This design comes from an exercise in tuning for small area and a short achievable clock period on the open sky130 flow, not from production work.
Function was not checked in any run shown here: the RTL went through the layout flow alone.
Power figures rest on the tool's default switching activity, not on a simulated workload.

`flow/design.v`:
```
module fadd_sub(
  input  logic        clk_i,
  input  logic [31:0] operand_a,
  input  logic [31:0] operand_b,
  output logic [31:0] result_o
);
  wire        sa = operand_a[31], sb = operand_b[31];
  wire [7:0]  fa = operand_a[30:23], fb = operand_b[30:23];
  wire        za = (fa == 8'd0), zb = (fb == 8'd0);    
  wire [7:0]  ea1 = {fa[7:1], fa[0] | za};             
  wire [7:0]  eb1 = {fb[7:1], fb[0] | zb};
  wire [23:0] ma = {~za, operand_a[22:0]};
  wire [23:0] mb = {~zb, operand_b[22:0]};
  wire [7:0]  ea = {fa[7:1], fa[0] | (za & (operand_a[22:0] != 23'd0))};
  wire [7:0]  eb = {fb[7:1], fb[0] | (zb & (operand_b[22:0] != 23'd0))};
  wire [7:0]  xp = fa ^ ~fb;
  wire [7:0]  xg = fa & ~fb;
  wire eg0 = xg[1] | (xp[1] & xg[0]);
  wire ep0 = xp[1] & xp[0];
  wire eg1 = xg[3] | (xp[3] & xg[2]);
  wire ep1 = xp[3] & xp[2];
  wire eg2 = xg[5] | (xp[5] & xg[4]);
  wire ep2 = xp[5] & xp[4];
  wire eg3 = xg[7] | (xp[7] & xg[6]);
  wire ep3 = xp[7] & xp[6];
  wire eg4 = xg[2] | (xp[2] & eg0);
  wire ep4 = xp[2] & ep0;
  wire eg5 = eg1 | (ep1 & eg0);
  wire ep5 = ep1 & ep0;
  wire eg6 = xg[6] | (xp[6] & eg2);
  wire ep6 = xp[6] & ep2;
  wire eg7 = eg3 | (ep3 & eg2);
  wire ep7 = ep3 & ep2;
  wire eg8 = xg[4] | (xp[4] & eg5);
  wire ep8 = xp[4] & ep5;
  wire eg9 = eg2 | (ep2 & eg5);
  wire ep9 = ep2 & ep5;
  wire eg10 = eg6 | (ep6 & eg5);
  wire ep10 = ep6 & ep5;
  wire eg11 = eg7 | (ep7 & eg5);
  wire ep11 = ep7 & ep5;
  wire [7:0]  gE = {eg11, eg10, eg9, eg8, eg5, eg4, eg0, xg[0]};
  wire [7:0]  pE;
  assign pE[0] = xp[0];
  assign pE[1] = pE[0] & xp[1];
  assign pE[2] = pE[1] & xp[2];
  assign pE[3] = pE[2] & xp[3];
  assign pE[4] = pE[3] & xp[4];
  assign pE[5] = pE[4] & xp[5];
  assign pE[6] = pE[5] & xp[6];
  assign pE[7] = pE[6] & xp[7];
  wire        a_exp_gt = gE[7];               
  wire        exp_eq = pE[7];                 
  wire [7:0]  d;                              
  wire        corr = za ^ zb;
  assign d[0] = a_exp_gt ? (xp[0] ^ ~corr) : ~(xp[0] ^ corr);
  assign d[1] = a_exp_gt ? (xp[1] ^ (gE[0] | (pE[0] & ~corr))) : ~(xp[1] ^ (gE[0] | (pE[0] & corr)));
  assign d[2] = a_exp_gt ? (xp[2] ^ (gE[1] | (pE[1] & ~corr))) : ~(xp[2] ^ (gE[1] | (pE[1] & corr)));
  assign d[3] = a_exp_gt ? (xp[3] ^ (gE[2] | (pE[2] & ~corr))) : ~(xp[3] ^ (gE[2] | (pE[2] & corr)));
  assign d[4] = a_exp_gt ? (xp[4] ^ (gE[3] | (pE[3] & ~corr))) : ~(xp[4] ^ (gE[3] | (pE[3] & corr)));
  assign d[5] = a_exp_gt ? (xp[5] ^ (gE[4] | (pE[4] & ~corr))) : ~(xp[5] ^ (gE[4] | (pE[4] & corr)));
  assign d[6] = a_exp_gt ? (xp[6] ^ (gE[5] | (pE[5] & ~corr))) : ~(xp[6] ^ (gE[5] | (pE[5] & corr)));
  assign d[7] = a_exp_gt ? (xp[7] ^ (gE[6] | (pE[6] & ~corr))) : ~(xp[7] ^ (gE[6] | (pE[6] & corr)));
  wire [23:0] ma_s = ma, mb_s = mb;
  wire        a_gt_b = a_exp_gt | (exp_eq & (operand_a[22:0] > operand_b[22:0]));
  wire        zero = (d[7:5] != 3'd0);                      
  wire        sub = sa ^ sb;
  wire [23:0] m_big   = a_gt_b ? ma : mb;
  wire [23:0] m_small = a_gt_b ? mb_s : ma_s;
  wire [23:0] sh1 = d[0] ? {1'b0, m_small[23:1]} : m_small;
  wire [23:0] sh2 = d[1] ? {2'b0, sh1[23:2]} : sh1;
  wire [23:0] sh4 = d[2] ? {4'b0, sh2[23:4]} : sh2;
  wire [23:0] sh8 = d[3] ? {8'b0, sh4[23:8]} : sh4;
  wire [23:0] sh16 = d[4] ? {16'b0, sh8[23:16]} : sh8;
  wire [23:0] y = (zero ? 24'd0 : sh16) ^ {24{sub}};
  logic        r_sign, r_sub;
  logic [7:0]  r_exp;
  logic [23:0] r_x, r_y;
  always_ff @(posedge clk_i) begin
    r_sign <= a_gt_b ? sa : sb;
    r_sub  <= sub;
    r_exp  <= a_gt_b ? ea : eb;
    r_x    <= m_big;
    r_y    <= y;
  end
  wire [24:0] p = {r_x ^ r_y, 1'b0};
  wire [24:0] g = {r_x & r_y, r_sub};
  wire [24:0] s;    
  wire cg12 = g[1] | (p[1] & g[0]);
  wire cp12 = p[1] & p[0];
  wire cg13 = g[3] | (p[3] & g[2]);
  wire cp13 = p[3] & p[2];
  wire cg14 = g[5] | (p[5] & g[4]);
  wire cp14 = p[5] & p[4];
  wire cg15 = g[7] | (p[7] & g[6]);
  wire cp15 = p[7] & p[6];
  wire cg16 = g[9] | (p[9] & g[8]);
  wire cp16 = p[9] & p[8];
  wire cg17 = g[11] | (p[11] & g[10]);
  wire cp17 = p[11] & p[10];
  wire cg18 = g[13] | (p[13] & g[12]);
  wire cp18 = p[13] & p[12];
  wire cg19 = g[15] | (p[15] & g[14]);
  wire cp19 = p[15] & p[14];
  wire cg20 = g[17] | (p[17] & g[16]);
  wire cp20 = p[17] & p[16];
  wire cg21 = g[19] | (p[19] & g[18]);
  wire cp21 = p[19] & p[18];
  wire cg22 = g[21] | (p[21] & g[20]);
  wire cp22 = p[21] & p[20];
  wire cg23 = g[23] | (p[23] & g[22]);
  wire cp23 = p[23] & p[22];
  wire cg24 = cg13 | (cp13 & cg12);
  wire cp24 = cp13 & cp12;
  wire cg25 = cg15 | (cp15 & cg14);
  wire cp25 = cp15 & cp14;
  wire cg26 = cg17 | (cp17 & cg16);
  wire cp26 = cp17 & cp16;
  wire cg27 = cg19 | (cp19 & cg18);
  wire cp27 = cp19 & cp18;
  wire cg28 = cg21 | (cp21 & cg20);
  wire cp28 = cp21 & cp20;
  wire cg29 = cg23 | (cp23 & cg22);
  wire cp29 = cp23 & cp22;
  wire cg30 = cg25 | (cp25 & cg24);
  wire cp30 = cp25 & cp24;
  wire cg31 = cg27 | (cp27 & cg26);
  wire cp31 = cp27 & cp26;
  wire cg32 = cg29 | (cp29 & cg28);
  wire cp32 = cp29 & cp28;
  wire cg33 = cg31 | (cp31 & cg30);
  wire cp33 = cp31 & cp30;
  wire cg34 = cg32 | (cp32 & cg33);
  wire cp34 = cp32 & cp33;
  wire cg35 = cg26 | (cp26 & cg30);
  wire cp35 = cp26 & cp30;
  wire cg36 = cg28 | (cp28 & cg33);
  wire cp36 = cp28 & cp33;
  wire cg37 = cg14 | (cp14 & cg24);
  wire cp37 = cp14 & cp24;
  wire cg38 = cg16 | (cp16 & cg30);
  wire cp38 = cp16 & cp30;
  wire cg39 = cg18 | (cp18 & cg35);
  wire cp39 = cp18 & cp35;
  wire cg40 = cg20 | (cp20 & cg33);
  wire cp40 = cp20 & cp33;
  wire cg41 = cg22 | (cp22 & cg36);
  wire cp41 = cp22 & cp36;
  wire cg42 = g[2] | (p[2] & cg12);
  wire cp42 = p[2] & cp12;
  wire cg43 = g[4] | (p[4] & cg24);
  wire cp43 = p[4] & cp24;
  wire cg44 = g[6] | (p[6] & cg37);
  wire cp44 = p[6] & cp37;
  wire cg45 = g[8] | (p[8] & cg30);
  wire cp45 = p[8] & cp30;
  wire cg46 = g[10] | (p[10] & cg38);
  wire cp46 = p[10] & cp38;
  wire cg47 = g[12] | (p[12] & cg35);
  wire cp47 = p[12] & cp35;
  wire cg48 = g[14] | (p[14] & cg39);
  wire cp48 = p[14] & cp39;
  wire cg49 = g[16] | (p[16] & cg33);
  wire cp49 = p[16] & cp33;
  wire cg50 = g[18] | (p[18] & cg40);
  wire cp50 = p[18] & cp40;
  wire cg51 = g[20] | (p[20] & cg36);
  wire cp51 = p[20] & cp36;
  wire cg52 = g[22] | (p[22] & cg41);
  wire cp52 = p[22] & cp41;
  wire cg53 = g[24] | (p[24] & cg34);
  wire cp53 = p[24] & cp34;
  assign s[0] = p[1] ^ g[0];
  assign s[1] = p[2] ^ cg12;
  assign s[2] = p[3] ^ cg42;
  assign s[3] = p[4] ^ cg24;
  assign s[4] = p[5] ^ cg43;
  assign s[5] = p[6] ^ cg37;
  assign s[6] = p[7] ^ cg44;
  assign s[7] = p[8] ^ cg30;
  assign s[8] = p[9] ^ cg45;
  assign s[9] = p[10] ^ cg38;
  assign s[10] = p[11] ^ cg46;
  assign s[11] = p[12] ^ cg35;
  assign s[12] = p[13] ^ cg47;
  assign s[13] = p[14] ^ cg39;
  assign s[14] = p[15] ^ cg48;
  assign s[15] = p[16] ^ cg33;
  assign s[16] = p[17] ^ cg49;
  assign s[17] = p[18] ^ cg40;
  assign s[18] = p[19] ^ cg50;
  assign s[19] = p[20] ^ cg36;
  assign s[20] = p[21] ^ cg51;
  assign s[21] = p[22] ^ cg41;
  assign s[22] = p[23] ^ cg52;
  assign s[23] = p[24] ^ cg34;
  assign s[24] = cg53;
  wire        norm = s[24] & ~r_sub;    
  assign result_o = {r_sign,
                     norm ? r_exp + 8'd1 : r_exp,
                     norm ? s[23:1] : s[22:0]};
endmodule
```
`flow/flow/run.sh`:
```
#!/bin/bash
# Own layout flow: the standard ORFS flow (standard.sh), with these changes:
#  - ports are buffered with sky130_fd_sc_hd__buf_1 (which repair may upsize)
#    instead of the clkdlybuf4s50_1 that buffer_ports picks by default;
#  - repair_timing aims for a setup slack margin of MARGIN ns (flow/margin);
#  - if flow/abc.script exists, synthesis is the standard synthesis script
#    with that ABC script for the combinational mapping (flow/my_synth.tcl);
#    flip-flops are mapped before ABC runs, so registers are unchanged;
#  - any extra ORFS variables listed in flow/env (KEY=VALUE lines).
# Every tool's output goes to the ORFS logs under orfs/logs, and make's own
# output to standard.log in this folder.
set -euo pipefail
MARGIN=$(cat flow/margin 2>/dev/null || echo 5)
export BUFFER_PORTS_ARGS="-buffer_cell sky130_fd_sc_hd__buf_1"
if [[ -f flow/env ]]; then set -a; source flow/env; set +a; fi
EXTRA=()
if [[ -f flow/abc.script ]]; then
  export MY_ABC_SCRIPT="$PWD/flow/abc.script"
  EXTRA+=("SYNTH_SCRIPT=$PWD/flow/my_synth.tcl")
fi
bash standard.sh "${EXTRA[@]}" SETUP_SLACK_MARGIN=$MARGIN finish > standard.log 2>&1
```
`flow/flow/abc.script`:
```
strash
dch
map -B 0.9 -D 4000
topo
stime -c
buffer -c
upsize -c -D 4000
dnsize -c -D 4000
```
`flow/flow/env`:
```
CTS_ARGS="-sink_clustering_enable -repair_clock_nets -dont_use_dummy_load -buf_list sky130_fd_sc_hd__clkbuf_8"
```
`flow/flow/margin`:
```
6.3
```
`flow/flow/my_synth.tcl`:
```
# The standard synthesis script (synth_recipe.tcl), except that Yosys's abc
# step runs the ABC script named by MY_ABC_SCRIPT instead of ORFS's.
proc synth {args} { yosys synth -nofsm -noshare {*}$args }
proc abc {args} {
  set i [lsearch -exact $args -script]
  if {$i >= 0 && [info exists ::env(MY_ABC_SCRIPT)] && $::env(MY_ABC_SCRIPT) ne ""} {
    lset args [expr {$i + 1}] $::env(MY_ABC_SCRIPT)
  }
  yosys abc {*}$args
}
source $::env(SCRIPTS_DIR)/synth.tcl
# left out here: clear keep_hierarchy, flatten, clean up, hide names made inside functions, write 1_2_yosys.v
```
`flow/standard.sh`:
```
#!/bin/bash
# synth_recipe.tcl (not shown) runs the flow's synth.tcl, then flattens the netlist and writes it again
# the make line also repeats each setting of config.mk as NAME=value (left out here)
make -C /OpenROAD-flow-scripts/flow DESIGN_CONFIG=/design/flow/config.mk WORK_HOME=/design/flow/orfs CLKGATE_MAP_FILE= SYNTH_SCRIPT=/design/flow/synth_recipe.tcl "${@:-finish}"
```
`flow/config.mk`:
```
export PLATFORM = sky130hd
export DESIGN_NAME = fadd_sub
export DESIGN_NICKNAME = fadd_sub
export VERILOG_FILES = /design/flow/design.v
export SDC_FILE = /design/flow/constraint.sdc
export NUM_CORES = 4
export LEC_CHECK = 0
export ABC_AREA = 1
export CAP_MARGIN = 20
export CORE_MARGIN = 2
export CORE_UTILIZATION = 40
export SLEW_MARGIN = 20
```
`flow/constraint.sdc`:
```
create_clock -name core_clock -period 12.0 [get_ports {clk_i}]
set_input_delay 2.4000 -clock core_clock [delete_from_list [all_inputs] [get_ports {clk_i}]]
set_output_delay 2.4000 -clock core_clock [all_outputs]
set_load 0.01 [all_outputs]
```
==> results.txt, run 1 <==
status=no timing/DRC/antenna violations; Die X-Extent=124 µm; share of layout cells above drive strength 1=19.5%; period utilisation layout=51.6%; fin nets=1,126; post-DR vias/cell=5.41; Synth area leader=dfxtp_1; Worst Hold Depth=2; Slowest Stage Delay on Critical Path=0.37 ns; delay-heaviest family, CP=simple AND/OR/NAND/NOR gates; max frequency=161 MHz; CTS max path bufs=2; total CTS buffers=9; H-tree levels=3; Power per Cell Area=161 nW/µm²; Fillers=1,394; critical path startpoint category=flop; syn nets=1,007; CORE AREA=13,900 µm²; Synth Warn #=1; flops & latches, synth=58; worst vdd ir=0.0631 mV; leakage=0.00351 µW; # rows=43; largest net degree at the start of global routing=93; drt first pass iters=5; Post-synth EDFFs=0; crit path DAT=3.80 ns; GRT Util Overall=24.7%; RSZ-0062 raised after global routing=yes; Die Y=124 µm; Max-cap violations=0; die area=15,300 µm²; Ports=97; FFs w/ async S/R, synth=0%; number of DRC markers in iteration 0=482; initial core utilization=41.2%; worst min path class=primary input to flop; vias in the first global route=5,755; sequential element share of the synthesized area=20.2%; GPL Wtd Cong=0.962; diode count=0; CP Class=flop to output port; Critical Path End Type=output port; I/O Buffers=96; Hold Crit Start=operand_a[31]; CTS Root Buffer Type=clkbuf_8; top cells by area, synth=dfxtp_1, nand2_1, nand3_1; CP cell instances=inv_2 > fa_2 > inv_2 > a21oi_2 > inv_2 > a21oi_4 > o31ai_4 > nand4_1 > nand2_2 > nand3_2 > nand2_2 > nand3_2 > nand2_2 > nand3_2 > nand2_2 > a31oi_4 > o211ai_1 > fa_2 > nand2_4 > buf_6 > buf_12 > buf_12 > mux2_2 > buf_6; Max transition margin=55.6%; number of antenna violations at the first check in global routing=1; worst slew pin tran=0.659 ns; Final Critical Period=6.20 ns; top-area cell type share of the netlist area=20.2%; final wirelength=19,400 µm; Max Slew Vio Count=0; Clock Sinks=58; area of the multi-input gates=4590 µm²; Post-synth top flop=dfxtp_1; number of distinct library cells after synthesis=36; Post-DRT Antenna Nets=0; Syn Inst Count=873; first-pass GRT wire length=29,300 µm; CP max stage cell=fa_2; cell mode on critical path=nand2_2; post-DP HPWL=13,900 µm; most instantiated library cell after synthesis=nand2_1; # DRC=0; final setup fails=0; Critical Path RT=9.60 ns; area grow syn2layout=30.5%; Total Power=1210 µW; DR WL/cell=16.6 µm; synth cell count leaders=nand2_1, nand3_1, inv_1, o21ai_0, dfxtp_1; CTS tree=done; clk slew on worst S/H paths=0.06 ns; total grt overflow=0; Buf+Inv Stages, Crit Path=7; Hold Crit Endpoint=r_sign; via count=6,330; FF+latch area=1170 µm²; synthesized area=5740 µm²; syn avg cell area=6.57 µm²; Finished Core Util=53.7%; Worst Path Max Fanout=8; TNS Setup=0 ns; Final Hold Vio Count=0
## placed cells by master (no fill, tap or decap), drive strengths merged, types with 2 or more instances in the layout
cell,n
nand2,207
nand3,154
buf,140
inv,81
o21ai,60
dfxtp,58
ha,54
a21oi,46
xor2,41
nor2,39
nand4,16
fa,15
nand3b,13
clkbuf,13
o211ai,10
nor4,8
mux2,4
o22ai,4
xnor2,3
clkinvlp,3
nor3,3
a21o,2
or2,2
o21bai,2
a31oi,2
clkinv,2
## cell families (layout without fill, tap and decap cells)
kind of cell    after synthesis  count (layout)  share of synthesized area [%]
compound gates              133             133                           12.7
xor+xnor                     44              44                           6.72
fa+ha+maj                    69              69                           17.0
buf+inv                     123             239                           8.12
flops                        58              58                           20.2
mux                           4               4                          0.785
simple gates                442             443                           34.4
## stage by stage
stage	worst slack, ns	cell area, µm²	std cells	hold slack [ns]
5_1_grt	5.65	7490	1170	2.40
4_1_cts	5.70	7010	1153	2.36
2_1_floorplan	6.23	5750	873	2.51
3_3_place_gp	4.50	6250	1119	2.68
6_report	5.80	7490	1170	2.36
3_5_place_dp	4.44	6250	1119	2.70
## flip-flops by register name, summed over array words and instances, names as in the netlist
register  flops
r_x          24
r_y          24
r_exp         8
r_sign        1
r_sub         1
## report_power, final
| group | leakage [µW] | internal [µW] | switching [µW] |
|---|---|---|---|
| clock network | 0.0000647 | 66.3 | 58.8 |
| registers | 0.000489 | 226 | 23.0 |
| logic | 0.00296 | 342 | 491 |
## area by class of cell
| class | count | area share [%] |
|---|---|---|
| repair inverters | 1 | 0.100 |
| flip-flops and latches | 58 | 15.6 |
| inverters | 85 | 4.50 |
| multi-input cells | 693 | 61.3 |
| clock buffers | 9 | 1.65 |
| well taps | 180 | 3.01 |
| repair buffers | 144 | 13.9 |
## metal layers
metal	GRT usage (%)	share of wire [%]	up-vias
met5	0	0	-
met4	5.33	1.2	0
met3	2.70	6.6	20
met2	39.9	46	240
met1	35.5	46	2875
li1	-	-	3195
## worst max path at each step
stage                   endpoint          start  cells after the start
floorplan           result_o[30]          r_sub                     24
global placement          r_y[0]  operand_b[24]                     22
detailed placement        r_y[0]  operand_b[24]                     22
CTS                 result_o[30]         r_y[0]                     24
global route        result_o[12]         r_x[0]                     26
finish              result_o[24]         r_x[0]                     24
## repair_timing
action                                  in CTS  in global routing
endpoints found under the setup margin      88                 55
cloned                                       8                  3
pin swaps                                   19                 32
endpoints found under the hold margin        0                  0
resized for setup                           95                105
setup buffers                               17                 14
hold buffers                                 0                  0
==> run 2, diff against run 1 <==
--- a/flow/design.v
+++ b/flow/design.v
@@ -62,17 +62,63 @@
   assign d[6] = a_exp_gt ? (xp[6] ^ (gE[5] | (pE[5] & ~corr))) : ~(xp[6] ^ (gE[5] | (pE[5] & corr)));
   assign d[7] = a_exp_gt ? (xp[7] ^ (gE[6] | (pE[6] & ~corr))) : ~(xp[7] ^ (gE[6] | (pE[6] & corr)));
   wire [23:0] ma_s = ma, mb_s = mb;
-  wire        a_gt_b = a_exp_gt | (exp_eq & (operand_a[22:0] > operand_b[22:0]));
-  wire        zero = (d[7:5] != 3'd0);                      
+  wire [22:0] cg = operand_a[22:0] & ~operand_b[22:0];
+  wire [22:0] cp = operand_a[22:0] | ~operand_b[22:0];
+  wire fcg0 = cg[1] | (cp[1] & cg[0]);
+  wire fcp0 = cp[1] & cp[0];
+  wire fcg1 = cg[3] | (cp[3] & cg[2]);
+  wire fcp1 = cp[3] & cp[2];
+  wire fcg2 = cg[5] | (cp[5] & cg[4]);
+  wire fcp2 = cp[5] & cp[4];
+  wire fcg3 = cg[7] | (cp[7] & cg[6]);
+  wire fcp3 = cp[7] & cp[6];
+  wire fcg4 = cg[9] | (cp[9] & cg[8]);
+  wire fcp4 = cp[9] & cp[8];
+  wire fcg5 = cg[11] | (cp[11] & cg[10]);
+  wire fcp5 = cp[11] & cp[10];
+  wire fcg6 = cg[13] | (cp[13] & cg[12]);
+  wire fcp6 = cp[13] & cp[12];
+  wire fcg7 = cg[15] | (cp[15] & cg[14]);
+  wire fcp7 = cp[15] & cp[14];
+  wire fcg8 = cg[17] | (cp[17] & cg[16]);
+  wire fcp8 = cp[17] & cp[16];
+  wire fcg9 = cg[19] | (cp[19] & cg[18]);
+  wire fcp9 = cp[19] & cp[18];
+  wire fcg10 = cg[21] | (cp[21] & cg[20]);
+  wire fcp10 = cp[21] & cp[20];
+  wire fcg11 = fcg1 | (fcp1 & fcg0);
+  wire fcp11 = fcp1 & fcp0;
+  wire fcg12 = fcg3 | (fcp3 & fcg2);
+  wire fcp12 = fcp3 & fcp2;
+  wire fcg13 = fcg5 | (fcp5 & fcg4);
+  wire fcp13 = fcp5 & fcp4;
+  wire fcg14 = fcg7 | (fcp7 & fcg6);
+  wire fcp14 = fcp7 & fcp6;
+  wire fcg15 = fcg9 | (fcp9 & fcg8);
+  wire fcp15 = fcp9 & fcp8;
+  wire fcg16 = cg[22] | (cp[22] & fcg10);
+  wire fcp16 = cp[22] & fcp10;
+  wire fcg17 = fcg12 | (fcp12 & fcg11);
+  wire fcp17 = fcp12 & fcp11;
+  wire fcg18 = fcg14 | (fcp14 & fcg13);
+  wire fcp18 = fcp14 & fcp13;
+  wire fcg19 = fcg16 | (fcp16 & fcg15);
+  wire fcp19 = fcp16 & fcp15;
+  wire fcg20 = fcg18 | (fcp18 & fcg17);
+  wire fcp20 = fcp18 & fcp17;
+  wire fcg21 = fcg19 | (fcp19 & fcg20);
+  wire        f_gt = fcg21;    
+  wire        a_gt_b = a_exp_gt | (exp_eq & f_gt);
+  wire [4:0]  ds = d[4:0] | {5{d[7:5] != 3'd0}};    
   wire        sub = sa ^ sb;
   wire [23:0] m_big   = a_gt_b ? ma : mb;
   wire [23:0] m_small = a_gt_b ? mb_s : ma_s;
-  wire [23:0] sh1 = d[0] ? {1'b0, m_small[23:1]} : m_small;
-  wire [23:0] sh2 = d[1] ? {2'b0, sh1[23:2]} : sh1;
-  wire [23:0] sh4 = d[2] ? {4'b0, sh2[23:4]} : sh2;
-  wire [23:0] sh8 = d[3] ? {8'b0, sh4[23:8]} : sh4;
-  wire [23:0] sh16 = d[4] ? {16'b0, sh8[23:16]} : sh8;
-  wire [23:0] y = (zero ? 24'd0 : sh16) ^ {24{sub}};
+  wire [23:0] sh1 = ds[0] ? {1'b0, m_small[23:1]} : m_small;
+  wire [23:0] sh2 = ds[1] ? {2'b0, sh1[23:2]} : sh1;
+  wire [23:0] sh4 = ds[2] ? {4'b0, sh2[23:4]} : sh2;
+  wire [23:0] sh8 = ds[3] ? {8'b0, sh4[23:8]} : sh4;
+  wire [23:0] sh16 = ds[4] ? {16'b0, sh8[23:16]} : sh8;
+  wire [23:0] y = sh16 ^ {24{sub}};
   logic        r_sign, r_sub;
   logic [7:0]  r_exp;
   logic [23:0] r_x, r_y;
--- a/flow/flow/run.sh
+++ b/flow/flow/run.sh
@@ -4,9 +4,12 @@
 #    instead of the clkdlybuf4s50_1 that buffer_ports picks by default;
 #  - repair_timing aims for a setup slack margin of MARGIN ns (flow/margin);
 #  - if flow/abc.script exists, synthesis is the standard synthesis script
-#    with that ABC script for the combinational mapping (flow/my_synth.tcl);
-#    flip-flops are mapped before ABC runs, so registers are unchanged;
-#  - any extra ORFS variables listed in flow/env (KEY=VALUE lines).
+#    with its ABC step replaced (flow/my_synth.tcl): the logic from the
+#    registers to result_o is mapped with flow/abc_out.script (if present),
+#    the rest with flow/abc.script. Flip-flops are mapped before ABC runs, so
+#    the registers are exactly the standard synthesis's;
+#  - any extra ORFS variables listed in flow/env (KEY=VALUE lines), and
+#    make variable assignments in flow/make_args (one line).
 # Every tool's output goes to the ORFS logs under orfs/logs, and make's own
 # output to standard.log in this folder.
 set -euo pipefail
@@ -16,6 +19,8 @@
 EXTRA=()
 if [[ -f flow/abc.script ]]; then
   export MY_ABC_SCRIPT="$PWD/flow/abc.script"
+  if [[ -f flow/abc_out.script ]]; then export MY_ABC_OUT_SCRIPT="$PWD/flow/abc_out.script"; fi
   EXTRA+=("SYNTH_SCRIPT=$PWD/flow/my_synth.tcl")
 fi
+if [[ -f flow/make_args ]]; then read -r -a MARGS < flow/make_args; EXTRA+=("${MARGS[@]}"); fi
 bash standard.sh "${EXTRA[@]}" SETUP_SLACK_MARGIN=$MARGIN finish > standard.log 2>&1
==> flow/flow/abc.script (replaced) <==
strash
dch
map -B 0.9 -D 4000
strash
dch
map -B 0.9 -D 4000
topo
stime -c
buffer -c
upsize -c -D 4000
dnsize -c -D 4000
==> flow/flow/env (replaced) <==
CTS_ARGS="-sink_clustering_enable -repair_clock_nets -dont_use_dummy_load -buf_list sky130_fd_sc_hd__clkbuf_4"
ADDER_MAP_FILE=
==> flow/flow/my_synth.tcl (replaced) <==
# The standard synthesis script (synth_recipe.tcl), except that Yosys's abc
# step maps the logic that drives the outputs (from the registers to result_o)
# with the ABC script MY_ABC_OUT_SCRIPT, and the rest with MY_ABC_SCRIPT.
proc synth {args} { yosys synth -nofsm -noshare {*}$args }
proc abc {args} {
  set i [lsearch -exact $args -script]
  if {[info exists ::env(MY_ABC_OUT_SCRIPT)] && $::env(MY_ABC_OUT_SCRIPT) ne ""} {
    set out_args $args
    lset out_args [expr {$i + 1}] $::env(MY_ABC_OUT_SCRIPT)
    yosys select -set outcone o:result_o %ci*:-sky130_fd_sc_hd__dfxtp_1
    yosys abc {*}$out_args @outcone
    yosys select -clear
  }
  if {[info exists ::env(MY_ABC_SCRIPT)] && $::env(MY_ABC_SCRIPT) ne ""} {
    lset args [expr {$i + 1}] $::env(MY_ABC_SCRIPT)
  }
  yosys abc {*}$args
}
source $::env(SCRIPTS_DIR)/synth.tcl
# left out here: clear keep_hierarchy, flatten, clean up, hide names made inside functions, write 1_2_yosys.v
==> results.txt, run 2 <==
Synth Warn #=1 (unchanged); H-tree levels=3 (unchanged); FFs w/ async S/R, synth=0% (unchanged); CORE AREA=13,800 µm² (-1.2%); CTS max path bufs=2 (unchanged); post-DR vias/cell=5.15 (-4.9%); Ports=97 (unchanged); GPL Wtd Cong=0.959 (-0.39%); crit path DAT=5.72 ns (+1.92 ns); Synth area leader=nand2_1; DR WL/cell=13.7 µm (-18%); hold_ws=2.26 ns (-0.106 ns); worst min path class=primary input to flop; share of layout cells above drive strength 1=6.88% (-13 points); final wirelength=18,000 µm (-7.4%); max frequency=184 MHz (+14%); final setup fails=0 (unchanged); GRT Util Overall=23.4% (-1.3 points); vias in the first global route=5,521 (-4.1%); largest net degree at the start of global routing=93 (unchanged); Max-cap violations=0 (unchanged); status=no timing/DRC/antenna violations; most common cell after layout, fill and taps aside=nand2_1; CTS tree=done; CTS Root Buffer Type=clkbuf_4; worst vdd ir=0.0457 mV (-28%); top-area cell type share of the netlist area=22.8% (+2.5 points); Final Hold Vio Count=0 (unchanged); die area=14,900 µm² (-2.4%); final setup margin=6.56 ns (+0.754 ns); critical path startpoint category=primary input; via count=6,768 (+6.9%); Post-synth EDFFs=0 (unchanged); DP Worst Slack=4.96 ns (+0.520 ns); syn nets=1,106 (+9.8%); most frequent cells in the layout=nand2_1, nand3_1, inv_1, nor2_1, buf_1; Max transition margin=59.7% (+4.2 points); Largest regs=r_x x24, r_y x24, r_exp x8; Syn Inst Count=1,041 (+19%); RSZ-0062 raised after global routing=no; most instantiated library cell after synthesis=nand2_1; Worst Path Max Fanout=92 (+84); post-DP HPWL=13,700 µm (-1.4%); sequential element share of the synthesized area=20.8% (+0.53 points); Hold-fix buffers, CTS=0 (unchanged); Critical Path End Type=flop; total grt overflow=0 (unchanged); number of distinct library cells after synthesis=33 (-8.3%); Max Slew Vio Count=0 (unchanged); top cells by area, synth=nand2_1, dfxtp_1, nand3_1; worst slew pin tran=0.602 ns (-0.0577 ns); number of DRC markers in iteration 0=637 (+32%); Clock Sinks=58 (unchanged); Final Critical Period=5.44 ns (-0.754 ns); period utilisation layout=45.3% (-6.3 points); Die X-Extent=122 µm (-1.2%); fin nets=1,201 (+6.7%); clk slew on worst S/H paths=0.09 ns (+0.03 ns); Post-synth top flop=dfxtp_1; syn avg cell area=5.37 µm² (-18%); Die Y=122 µm (-1.2%); number of antenna violations at the first check in global routing=1 (unchanged); flops & latches, synth=58 (unchanged); Critical Path RT=12.28 ns (+2.68 ns); I/O Buffers=96 (unchanged); initial core utilization=40.6% (-0.57 points); TNS Setup=0 ns (unchanged); Power per Cell Area=136 nW/µm² (-16%); first-pass GRT wire length=27,600 µm (-5.8%); # rows=43 (unchanged); # DRC=0 (unchanged); drt first pass iters=7 (+2); leakage=0.00322 µW (-8.4%); CP Class=primary input to flop; Post-DRT Antenna Nets=0 (unchanged); synth cell count leaders=nand2_1, nand3_1, inv_1, nor2_1, o21ai_0; synthesized area=5590 µm² (-2.5%); total CTS buffers=9 (unchanged); area grow syn2layout=16.0%
run 2: final timing paths:
check	cells after the start	end	slack [ns]	from
max	21	r_y[16]	6.56	operand_a[28]
min	3	r_x[21]	2.26	operand_a[21]
run 2: cell families (layout without fill, tap and decap cells):
family                 count (synthesis)  in the layout  share of synthesized area [%]
AO/OA/AOI/OAI                        135            135                           12.8
XOR/XNOR                              44             44                           6.89
buffers and inverters                155            247                           10.5
flip-flops                            58             58                           20.8
multiplexers                           1              1                          0.201
other                                  0              1                              0
AND/OR/NAND/NOR                      648            649                           48.9
run 2: power breakdown:
part	total, µW	leakage, µW	switching, µW	internal [µW]
clock network	99.2	0.0000414	64.4	34.8
registers	242	0.000489	18.5	224
logic	539	0.00269	350	189
total	881	0.00322	433	448
run 2: through the flow:
step	utilization [%]	power (µW)	cell area (µm²)	instances
CTS	46.1	865	6350	1303
detailed placement	43.9	730	6050	1279
floorplan	-	607	5590	1041
global route	47.1	962	6490	1315
finish	47.1	881	6490	1315
global placement	43.9	730	6050	1279
run 2: metal layers:
layer  track usage [%]  up-vias  wire, µm
met5                 0        -         0
met4              8.26        0       410
met3              1.91       29      1160
met2              35.7      246      7870
met1              34.5     2947      8510
li1                  -     3546         -
run 2: repair_timing:
item	in CTS	in global routing
gates resized for setup	34	18
buffers inserted	11	10
pin swaps	6	5
cloned	4	1
endpoints found under the setup margin	55	54
run 2: critical path, stage by stage:
cell and delay [ns]:
buf_1 0.10, inv_1 0.09, nor2_1 0.06, nor2_1 0.17
inv_1 0.10, nor2_1 0.25, and2_1 0.18, nand2_1 0.06
nand2_2 0.21, clkinvlp_4 0.24, buf_4 0.19, nand2_2 0.08
buf_12 0.30, nand2_1 0.08, o21ai_0 0.16, nor2_1 0.10
o21ai_0 0.36, nand3_1 0.16, nand2_1 0.12, nand3_1 0.12
xor2_1 0.18
run 2: layout make-up:
class / instances / area, µm²
sequential: 58 / 1160
timing repair inverter: 4 / 25.0
inverter: 115 / 459
timing repair buffer: 119 / 567
antenna: 1 / 2.50
clock buffer: 9 / 67.6
multi-input combinational: 829 / 3980
fill: 1560 / 7290
tap: 180 / 225

==> static timing again, ports no longer ideal <==
No port has a modelled driver above. Below, the same layouts with a new extraction and two added sets of constraints. Step 1 (the two cells are an assumption about what drives the block):
set clk [get_ports {clk_i}]
set_driving_cell -lib_cell sky130_fd_sc_hd__clkbuf_16 $clk
set_driving_cell -lib_cell sky130_fd_sc_hd__buf_2 [delete_from_list [all_inputs] $clk]
Step 2 also shifts input and output timing later by t, the mid clock arrival at the registers, as if the neighbouring blocks saw the same clock. a / b / c = ideal / step 1 / step 2; a / b = the first two.
run | t, ns | slack for setup (ns) | slew at the worst register clock pin (ns)
run 1 | 0.343 | 5.805 / 5.773 / 6.116 | 0.06 / 0.06
run 2 | 0.427 | 6.558 / 6.534 / 6.140 | 0.10 / 0.10
After both steps setup and hold are still met in every run listed. For run 2, which loses most, drivers alone change the setup slack by -0.024 ns; drivers and shift together by -0.418 ns.
